This is an optimization exercise on Yosys and OpenROAD, whose aim is small area, not a production implementation. Only simulation tests tie the RTL to the original design; equivalence was not proved. Power figures rest on the tool's default switching activity, not on a simulated workload.

== job 6491 ==
// axi_gpio_expanded
module axi_gpio_expanded
#(
    parameter C_ALL_INPUTS        = 0,
    parameter C_ALL_OUTPUTS       = 0,
    parameter C_GPIO_WIDTH        = 32,
    parameter C_DOUT_DEFAULT      = 32'h00000000,
    parameter C_TRI_DEFAULT       = 32'hFFFFFFFF,
    parameter C_IS_DUAL           = 1,
    parameter C_ALL_INPUTS_2      = 0,
    parameter C_ALL_OUTPUTS_2     = 0,
    parameter C_GPIO2_WIDTH       = 32,
    parameter C_DOUT_DEFAULT_2    = 32'h00000000,
    parameter C_TRI_DEFAULT_2     = 32'hFFFFFFFF,
    parameter C_INTERRUPT_PRESENT = 1
)
(
    input  logic              ACLK,
    input  logic              ARESETn,
    input  logic        [8:2] AWADDR,
    input  logic        [2:0] AWPROT,
    input  logic              AWVALID,
    output logic              AWREADY,
    input  logic       [31:0] WDATA,
    input  logic        [3:0] WSTRB,
    input  logic              WVALID,
    output logic              WREADY,
    output logic        [1:0] BRESP,
    output logic              BVALID,
    input  logic              BREADY,
    input  logic        [8:2] ARADDR,
    input  logic        [2:0] ARPROT,
    input  logic              ARVALID,
    output logic              ARREADY,
    output logic       [31:0] RDATA,
    output logic        [1:0] RRESP,
    output logic              RVALID,
    input  logic              RREADY,
    output logic ip2intc_irpt,
    input  logic  [C_GPIO_WIDTH-1:0] gpio_io_i,
    output logic  [C_GPIO_WIDTH-1:0] gpio_io_o,
    output logic  [C_GPIO_WIDTH-1:0] gpio_io_t,
    input  logic [C_GPIO2_WIDTH-1:0] gpio2_io_i,
    output logic [C_GPIO2_WIDTH-1:0] gpio2_io_o,
    output logic [C_GPIO2_WIDTH-1:0] gpio2_io_t
);
Size: about 240 flip-flops.
clock: 5.0 ns
lec_check: 0
cap_margin: 5
core_margin: 2
core_utilization: 40
slew_margin: 5
synth_hierarchical: 1
standard.sh (not shown) runs the stock make flow with config.mk's settings and CLKGATE_MAP_FILE= SYNTH_SCRIPT=/design/flow/synth_recipe.tcl, a recipe that flattens the netlist after the stock synthesis.
==> flow/flow/run.sh <==
#!/bin/bash
# Own layout flow: the standard ORFS flow (standard.sh, unchanged synthesis),
# with two layout options changed:
#  - port buffers use the smallest buffer cell (buf_1) instead of the tool's pick;
#  - clock tree synthesis without dummy load cells.
# Each tool's full output stays in orfs/logs/; make's own output goes to flow_make.log.
set -euo pipefail
cd "$(dirname "$0")/.."
BPA="-buffer_cell sky130_fd_sc_hd__buf_1"
CTSA="-sink_clustering_enable -repair_clock_nets -dont_use_dummy_load"
if [[ -f flow/cts_args.txt ]]; then CTSA="$(cat flow/cts_args.txt)"; fi
export BUFFER_PORTS_ARGS="$BPA"
export CTS_ARGS="$CTSA"
bash standard.sh "BUFFER_PORTS_ARGS=$BPA" "CTS_ARGS=$CTSA" finish > flow_make.log 2>&1
==> flow/flow/cts_args.txt <==
-sink_clustering_enable -repair_clock_nets -dont_use_dummy_load -sink_clustering_size 30 -sink_clustering_max_diameter 200 -buf_list sky130_fd_sc_hd__clkbuf_16
Job 6491 did not stop at any stage, and its layout met the timing, design-rule and antenna checks.
Inputs modified between job 6491 and job 6593:
==> flow/flow/cts_args.txt <==
-sink_clustering_enable -repair_clock_nets -dont_use_dummy_load -sink_clustering_size 30 -sink_clustering_max_diameter 200 -buf_list sky130_fd_sc_hd__clkbuf_16 -root_buf sky130_fd_sc_hd__clkbuf_4 -tree_buf sky130_fd_sc_hd__clkbuf_4
-- flow/config.mk --
<<< job 6491, line 7
export LEC_CHECK = 0
export CAP_MARGIN = 5
export CORE_MARGIN = 2
export CORE_UTILIZATION = 40
export SLEW_MARGIN = 5
export SYNTH_HIERARCHICAL = 1
>>> job 6593, line 7
export LEC_CHECK = 0
export CAP_MARGIN = 20
export CORE_MARGIN = 2
export CORE_UTILIZATION = 55
export SLEW_MARGIN = 20
export SYNTH_HIERARCHICAL = 1
==> comparison <==
Comparing met1 global-route usage for job 6491 and job 6593, the smaller number came from job 6491. Going from job 6491 to job 6593, area of the core decreased by 26% relative to the old numbers; final cycle utilization of the critical path decreased by 1.6 points relative to the old numbers; required arrival time at the worst endpoint increased by 0.11 ns relative to the old numbers; total placed cells including tap cells decreased by 6.6% relative to the old numbers; site row count decreased by 14% relative to the old numbers. Summary — final non-filler cell total, job 6593 relative to job 6491: lower, by 82.
What job 3961 does differently from job 6593 at the input level:
==> flow/flow/cts_args.txt <==
-sink_clustering_enable -repair_clock_nets -dont_use_dummy_load -sink_clustering_size 30 -sink_clustering_max_diameter 200 -buf_list sky130_fd_sc_hd__clkbuf_16
-- flow/config.mk --
<<< job 6593, line 9
export CORE_MARGIN = 2
export CORE_UTILIZATION = 55
export SLEW_MARGIN = 20
>>> job 3961, line 9
export CORE_MARGIN = 2
export CORE_UTILIZATION = 40
export SLEW_MARGIN = 20
--- outcome ---
Job 3961 finished every step from synthesis to the final layout, and the layout passed the timing, design-rule and antenna checks.
There was hardly any difference in switching part of the total power between job 3961 and job 6593.
Between job 3961 and job 6593, the difference in combinational fraction of design power is negligible.
In job 3961 relative to job 6593, power in the clock group had gone up by more than 10%.
Job 3961 reports a lower initial core utilization than job 6593 does.
The total power in job 3961 sits 0.11 mW above the value recorded for job 6593.
In job 3961, the sequential share of cell area came out 0.76 points below the value in job 6593.
Diff job 6593 -> job 3961 | layout filler cell count | up by more than half
Worst setup slack after placement in job 3961 vs job 6593: down 0.029 ns
Summary of the comparison: met3 capacity usage during global routing is lower in job 3961, relative to job 6593.
Going from job 6593 to job 3961, aggregate routed wire length grows by about 7%.
Job 3961 leaves less setup margin than job 6593.
Setup changes, job 3961 to job 3077
==> flow/flow/cts_args.txt <==
-sink_clustering_enable -repair_clock_nets -dont_use_dummy_load -sink_clustering_size 30 -sink_clustering_max_diameter 200 -buf_list sky130_fd_sc_hd__clkbuf_16 -root_buf sky130_fd_sc_hd__clkbuf_4 -tree_buf sky130_fd_sc_hd__clkbuf_4
-- flow/config.mk --
<<< job 3961, line 10
export CORE_UTILIZATION = 40
export SLEW_MARGIN = 20
>>> job 3077, line 10
export CORE_UTILIZATION = 40
export PLACE_DENSITY = 0.85
export SLEW_MARGIN = 20
Findings:
Higher relative area of non-clock buffer cells in the final design was reported by job 3077, not job 3961.
Comparing job 3961 against job 3077, there is no change at all in post-synthesis area per instance.
Per the comparison of job 3077 with job 3961, final weighted congestion in routability-driven placement now sits higher; met2 routing resource usage after global routing higher; I/O pin count shows no meaningful change.

---

== job 101 ==
The RTL this note starts from:
==> flow/design.v <==
module axi_gpio
(
    input  logic        ACLK,
    input  logic        ARESETn,
    input  logic  [8:2] AWADDR,
    input  logic        AWVALID,
    output logic        AWREADY,
    input  logic [31:0] WDATA,
    input  logic  [3:0] WSTRB,
    input  logic        WVALID,
    output logic        WREADY,
    output logic  [1:0] BRESP,
    output logic        BVALID,
    input  logic        BREADY,
    input  logic  [8:2] ARADDR,
    input  logic        ARVALID,
    output logic        ARREADY,
    output logic [31:0] RDATA,
    output logic  [1:0] RRESP,
    output logic        RVALID,
    input  logic        RREADY,
    output logic        ip2intc_irpt,
    input  logic [31:0] gpio_io_i,
    output logic [31:0] gpio_io_o,
    output logic [31:0] gpio_io_t,
    input  logic [31:0] gpio2_io_i,
    output logic [31:0] gpio2_io_o,
    output logic [31:0] gpio2_io_t
);
localparam [6:0] A_GPIO_IO    = 7'h00;  
localparam [6:0] A_GPIO_IO_T  = 7'h01;  
localparam [6:0] A_GPIO2_IO   = 7'h02;  
localparam [6:0] A_GPIO2_IO_T = 7'h03;  
localparam [6:0] A_GIER       = 7'h47;  
localparam [6:0] A_IER        = 7'h48;  
localparam [6:0] A_ISR        = 7'h4A;  
logic        rst;
logic        wready;
logic        write_strobe;
logic        read_strobe;
logic [31:0] gpio_io_i_reg;
logic [31:0] gpio2_io_i_reg;
logic  [1:0] in_changed;
logic        global_int_en;
logic  [1:0] ip_int_en;
logic  [1:0] ip_int_status;
logic        isr_toggle;
always_ff @(posedge ACLK)
    rst <= ~ARESETn;
assign BRESP = 2'b00;
assign RRESP = 2'b00;
assign write_strobe = AWVALID && WVALID && !BVALID;
assign read_strobe  = ARVALID && !RVALID;
logic ws_ok;
logic aw_low;
logic [3:0] w_sel;
assign ws_ok  = write_strobe && !rst;
assign aw_low = AWADDR[8:4] == 5'd0;
assign w_sel[0] = ws_ok && aw_low && AWADDR[3:2] == 2'd0;
assign w_sel[1] = ws_ok && aw_low && AWADDR[3:2] == 2'd1;
assign w_sel[2] = ws_ok && aw_low && AWADDR[3:2] == 2'd2;
assign w_sel[3] = ws_ok && aw_low && AWADDR[3:2] == 2'd3;
logic [3:0] ld_o1, ld_t1, ld_o2, ld_t2;
logic [3:0] hd_o1, hd_t1, hd_o2, hd_t2;
logic       ld_gier, hd_gier, ld_ier, hd_ier;
genvar k;
generate
for (k = 0; k < 4; k++) begin : g_ldhd
    gpio_ldhd u_o1(.sel(w_sel[0]), .strb(WSTRB[k]), .rst(rst), .ld(ld_o1[k]), .hd(hd_o1[k]));
    gpio_ldhd u_t1(.sel(w_sel[1]), .strb(WSTRB[k]), .rst(rst), .ld(ld_t1[k]), .hd(hd_t1[k]));
    gpio_ldhd u_o2(.sel(w_sel[2]), .strb(WSTRB[k]), .rst(rst), .ld(ld_o2[k]), .hd(hd_o2[k]));
    gpio_ldhd u_t2(.sel(w_sel[3]), .strb(WSTRB[k]), .rst(rst), .ld(ld_t2[k]), .hd(hd_t2[k]));
end
endgenerate
always_comb begin
    ld_gier = ws_ok && AWADDR == A_GIER && WSTRB[3];
    hd_gier = !(ld_gier || rst);
    ld_ier  = ws_ok && AWADDR == A_IER  && WSTRB[0];
    hd_ier  = !(ld_ier || rst);
end
genvar i;
generate
for (i = 0; i < 32; i++) begin : g_bit
    logic d_o1, d_t1, d_o2, d_t2;
    gpio_ao22 u_o1(.a1(ld_o1[i/8]), .a2(WDATA[i]), .b1(hd_o1[i/8]), .b2(gpio_io_o[i]),  .y(d_o1));
    gpio_ao22 u_t1(.a1(ld_t1[i/8]), .a2(WDATA[i]), .b1(hd_t1[i/8]), .b2(gpio_io_t[i]),  .y(d_t1));
    gpio_ao22 u_o2(.a1(ld_o2[i/8]), .a2(WDATA[i]), .b1(hd_o2[i/8]), .b2(gpio2_io_o[i]), .y(d_o2));
    gpio_ao22 u_t2(.a1(ld_t2[i/8]), .a2(WDATA[i]), .b1(hd_t2[i/8]), .b2(gpio2_io_t[i]), .y(d_t2));
    always_ff @(posedge ACLK) begin
        gpio_io_o[i]  <= d_o1;
        gpio_io_t[i]  <= d_t1;
        gpio2_io_o[i] <= d_o2;
        gpio2_io_t[i] <= d_t2;
    end
end
endgenerate
always_ff @(posedge ACLK) begin
    global_int_en <= (ld_gier & WDATA[31]) | (hd_gier & global_int_en);
    ip_int_en     <= ({2{ld_ier}} & WDATA[1:0]) | ({2{hd_ier}} & ip_int_en);
end
always_ff @(posedge ACLK) begin
    wready <= !rst && write_strobe;
    BVALID <= !rst && (write_strobe || (BVALID && !BREADY));
end
assign AWREADY = wready;
assign WREADY  = wready;
always_ff @(posedge ACLK) begin
    gpio_io_i_reg  <= gpio_io_i;
    gpio2_io_i_reg <= gpio2_io_i;
    in_changed    <= in_changed_d;
end
logic [1:0] in_changed_d;
assign in_changed_d[0] = rst ? (|gpio_io_i)  : (|(gpio_io_i  ^ gpio_io_i_reg));
assign in_changed_d[1] = rst ? (|gpio2_io_i) : (|(gpio2_io_i ^ gpio2_io_i_reg));
assign isr_toggle = write_strobe && AWADDR == A_ISR && WSTRB[0];
always_ff @(posedge ACLK) begin
    ip_int_status <= rst ? 2'b00 :
                     (in_changed | (ip_int_status ^ (WDATA[1:0] & {2{isr_toggle}})));
    ip2intc_irpt  <= !rst && |ip_int_status;
end
always_ff @(posedge ACLK) begin
    ARREADY <= !rst && read_strobe;
    RVALID  <= !rst && (read_strobe || (RVALID && !RREADY));
end
logic s_io1, s_t1, s_io2, s_t2, s_gier, s_ier, s_isr;
always_comb begin
    s_io1  = !RVALID && ARADDR == A_GPIO_IO;
    s_t1   = !RVALID && ARADDR == A_GPIO_IO_T;
    s_io2  = !RVALID && ARADDR == A_GPIO2_IO;
    s_t2   = !RVALID && ARADDR == A_GPIO2_IO_T;
    s_gier = !RVALID && ARADDR == A_GIER;
    s_ier  = !RVALID && ARADDR == A_IER;
    s_isr  = !RVALID && ARADDR == A_ISR;
end
logic [31:0] rd_mux;
generate
for (i = 0; i < 32; i++) begin : g_rd
    gpio_rd_bit u_rd(.hold(RVALID), .q(RDATA[i]),
                     .s0(s_io1), .d0(gpio_io_i_reg[i]),
                     .s1(s_t1),  .d1(gpio_io_t[i]),
                     .s2(s_io2), .d2(gpio2_io_i_reg[i]),
                     .s3(s_t2),  .d3(gpio2_io_t[i]),
                     .y(rd_mux[i]));
end
endgenerate
always_ff @(posedge ACLK) begin
    RDATA <= rd_mux
           | ({32{s_gier}} & {1'b0, global_int_en, 30'd0})
           | ({32{s_ier}}  & {30'd0, ip_int_en})
           | ({32{s_isr}}  & {30'd0, ip_int_status});
end
endmodule
module gpio_ao22 (input logic a1, a2, b1, b2, output logic y);
    assign y = (a1 & a2) | (b1 & b2);
endmodule
module gpio_rd_bit (input logic hold, q, s0, d0, s1, d1, s2, d2, s3, d3,
                    output logic y);
    assign y = (hold & q) | (s0 & d0) | (s1 & d1) | (s2 & d2) | (s3 & d3);
endmodule
module gpio_chg (input logic rst, input logic [31:0] i, r, output logic y);
    assign y = rst ? (|i) : (|(i ^ r));
endmodule
module gpio_ldhd (input logic sel, strb, rst, output logic ld, hd);
    assign ld = sel & strb;
    assign hd = ~(ld | rst);
endmodule
module axi_gpio_expanded
#(
    parameter C_ALL_INPUTS        = 0,
    parameter C_ALL_OUTPUTS       = 0,
    parameter C_GPIO_WIDTH        = 32,
    parameter C_DOUT_DEFAULT      = 32'h00000000,
    parameter C_TRI_DEFAULT       = 32'hFFFFFFFF,
    parameter C_IS_DUAL           = 1,
    parameter C_ALL_INPUTS_2      = 0,
    parameter C_ALL_OUTPUTS_2     = 0,
    parameter C_GPIO2_WIDTH       = 32,
    parameter C_DOUT_DEFAULT_2    = 32'h00000000,
    parameter C_TRI_DEFAULT_2     = 32'hFFFFFFFF,
    parameter C_INTERRUPT_PRESENT = 1
)
(
    input  logic              ACLK,
    input  logic              ARESETn,
    input  logic        [8:2] AWADDR,
    input  logic        [2:0] AWPROT,
    input  logic              AWVALID,
    output logic              AWREADY,
    input  logic       [31:0] WDATA,
    input  logic        [3:0] WSTRB,
    input  logic              WVALID,
    output logic              WREADY,
    output logic        [1:0] BRESP,
    output logic              BVALID,
    input  logic              BREADY,
    input  logic        [8:2] ARADDR,
    input  logic        [2:0] ARPROT,
    input  logic              ARVALID,
    output logic              ARREADY,
    output logic       [31:0] RDATA,
    output logic        [1:0] RRESP,
    output logic              RVALID,
    input  logic              RREADY,
    output logic ip2intc_irpt,
    input  logic  [C_GPIO_WIDTH-1:0] gpio_io_i,
    output logic  [C_GPIO_WIDTH-1:0] gpio_io_o,
    output logic  [C_GPIO_WIDTH-1:0] gpio_io_t,
    input  logic [C_GPIO2_WIDTH-1:0] gpio2_io_i,
    output logic [C_GPIO2_WIDTH-1:0] gpio2_io_o,
    output logic [C_GPIO2_WIDTH-1:0] gpio2_io_t
);
   axi_gpio gpio(
      .ACLK(ACLK), .ARESETn(ARESETn),
      .AWADDR(AWADDR), .AWVALID(AWVALID), .AWREADY(AWREADY),
      .WDATA(WDATA), .WSTRB(WSTRB), .WVALID(WVALID), .WREADY(WREADY),
      .BRESP(BRESP), .BVALID(BVALID), .BREADY(BREADY),
      .ARADDR(ARADDR), .ARVALID(ARVALID), .ARREADY(ARREADY),
      .RDATA(RDATA), .RRESP(RRESP), .RVALID(RVALID), .RREADY(RREADY),
      .ip2intc_irpt(ip2intc_irpt),
      .gpio_io_i(gpio_io_i), .gpio_io_o(gpio_io_o), .gpio_io_t(gpio_io_t),
      .gpio2_io_i(gpio2_io_i), .gpio2_io_o(gpio2_io_o), .gpio2_io_t(gpio2_io_t));
endmodule
==> flow/config.mk <==
export PLATFORM = sky130hd
export DESIGN_NAME = axi_gpio_expanded
export DESIGN_NICKNAME = axi_gpio_expanded
export VERILOG_FILES = /design/flow/design.v
export SDC_FILE = /design/flow/constraint.sdc
export NUM_CORES = 4
export LEC_CHECK = 0
export CAP_MARGIN = 20
export CORE_MARGIN = 2
export CORE_UTILIZATION = 40
export SLEW_MARGIN = 20
export SYNTH_HIERARCHICAL = 1
==> flow/constraint.sdc <==
create_clock -name core_clock -period 5.0 [get_ports {ACLK}]
set_input_delay 1.0000 -clock core_clock [delete_from_list [all_inputs] [get_ports {ACLK}]]
set_output_delay 1.0000 -clock core_clock [all_outputs]
set_load 0.01 [all_outputs]
==> flow/flow/cts_args.txt <==
-sink_clustering_enable -repair_clock_nets -dont_use_dummy_load -sink_clustering_size 30 -sink_clustering_max_diameter 200 -buf_list sky130_fd_sc_hd__clkbuf_16 -root_buf sky130_fd_sc_hd__clkbuf_4 -tree_buf sky130_fd_sc_hd__clkbuf_4
Scripts as last shown in full above: flow/flow/run.sh
#### Input delta (job 105 over job 101)
==> flow/flow/cts_args.txt <==
-sink_clustering_enable -repair_clock_nets -dont_use_dummy_load -sink_clustering_size 30 -sink_clustering_max_diameter 200 -buf_list sky130_fd_sc_hd__clkbuf_16 -root_buf sky130_fd_sc_hd__clkbuf_8 -tree_buf sky130_fd_sc_hd__clkbuf_8
### Flow results
Comparing slew at the pin closest to its max-slew limit for job 105 and job 101, the bigger number came from job 101.
Between job 105 and job 101, the difference in hold slack is negligible.
Diff job 101..job 105 | synthesized cell count | unchanged
Area added between synthesis and finish was higher in job 105 than in job 101.
Final area: job 105 vs job 101, no meaningful difference
~same wire length in job 105 and job 101
Est. power | job 105 vs job 101 | job 105 higher
Job 101 -> job 105: area after synthesis delta 0, exact match

[static timing again, ports no longer ideal]
How much do the figures lean on ideal ports? The routed layouts below were timed once more, with nothing changed but the port constraints.
Step 1 assumes that a clkbuf_16 drives the clock port and a buf_2 every other input.
Step 2, shift: input delay + t, output delay - t, t = (earliest + latest rising clock arrival at the registers) / 2. This alone moves slack from input paths to output paths.
Three values: ideal, step 1, step 2; two values: the first two.
run | shift t [ns] | setup slack, ns | hold slack, ns | worst register clock-pin slew, ns | worst data-port slew with drivers (ns)
job 6491 | 0.502 | 1.749 / 1.764 / 1.262 | 0.477 / 0.477 / 0.477 | 0.12 / 0.12 | 0.08
job 6593 | 0.610 | 1.829 / 1.842 / 1.232 | 0.480 / 0.480 / 0.480 | 0.12 / 0.12 | 0.07
job 3961 | 0.502 | 1.749 / 1.764 / 1.262 | 0.477 / 0.477 / 0.477 | 0.12 / 0.12 | 0.08
job 3077 | 0.633 | 1.828 / 1.840 / 1.208 | 0.476 / 0.476 / 0.476 | 0.12 / 0.12 | 0.06
job 101 | 0.623 | 1.859 / 1.869 / 1.245 | 0.475 / 0.475 / 0.475 | 0.12 / 0.12 | 0.08
job 105 | 0.544 | 1.780 / 1.793 / 1.250 | 0.475 / 0.475 / 0.475 | 0.12 / 0.12 | 0.08
After both steps every run listed still meets setup and hold. For job 3077, which loses most, drivers alone change the setup slack by +0.012 ns; drivers and shift together by -0.620 ns.
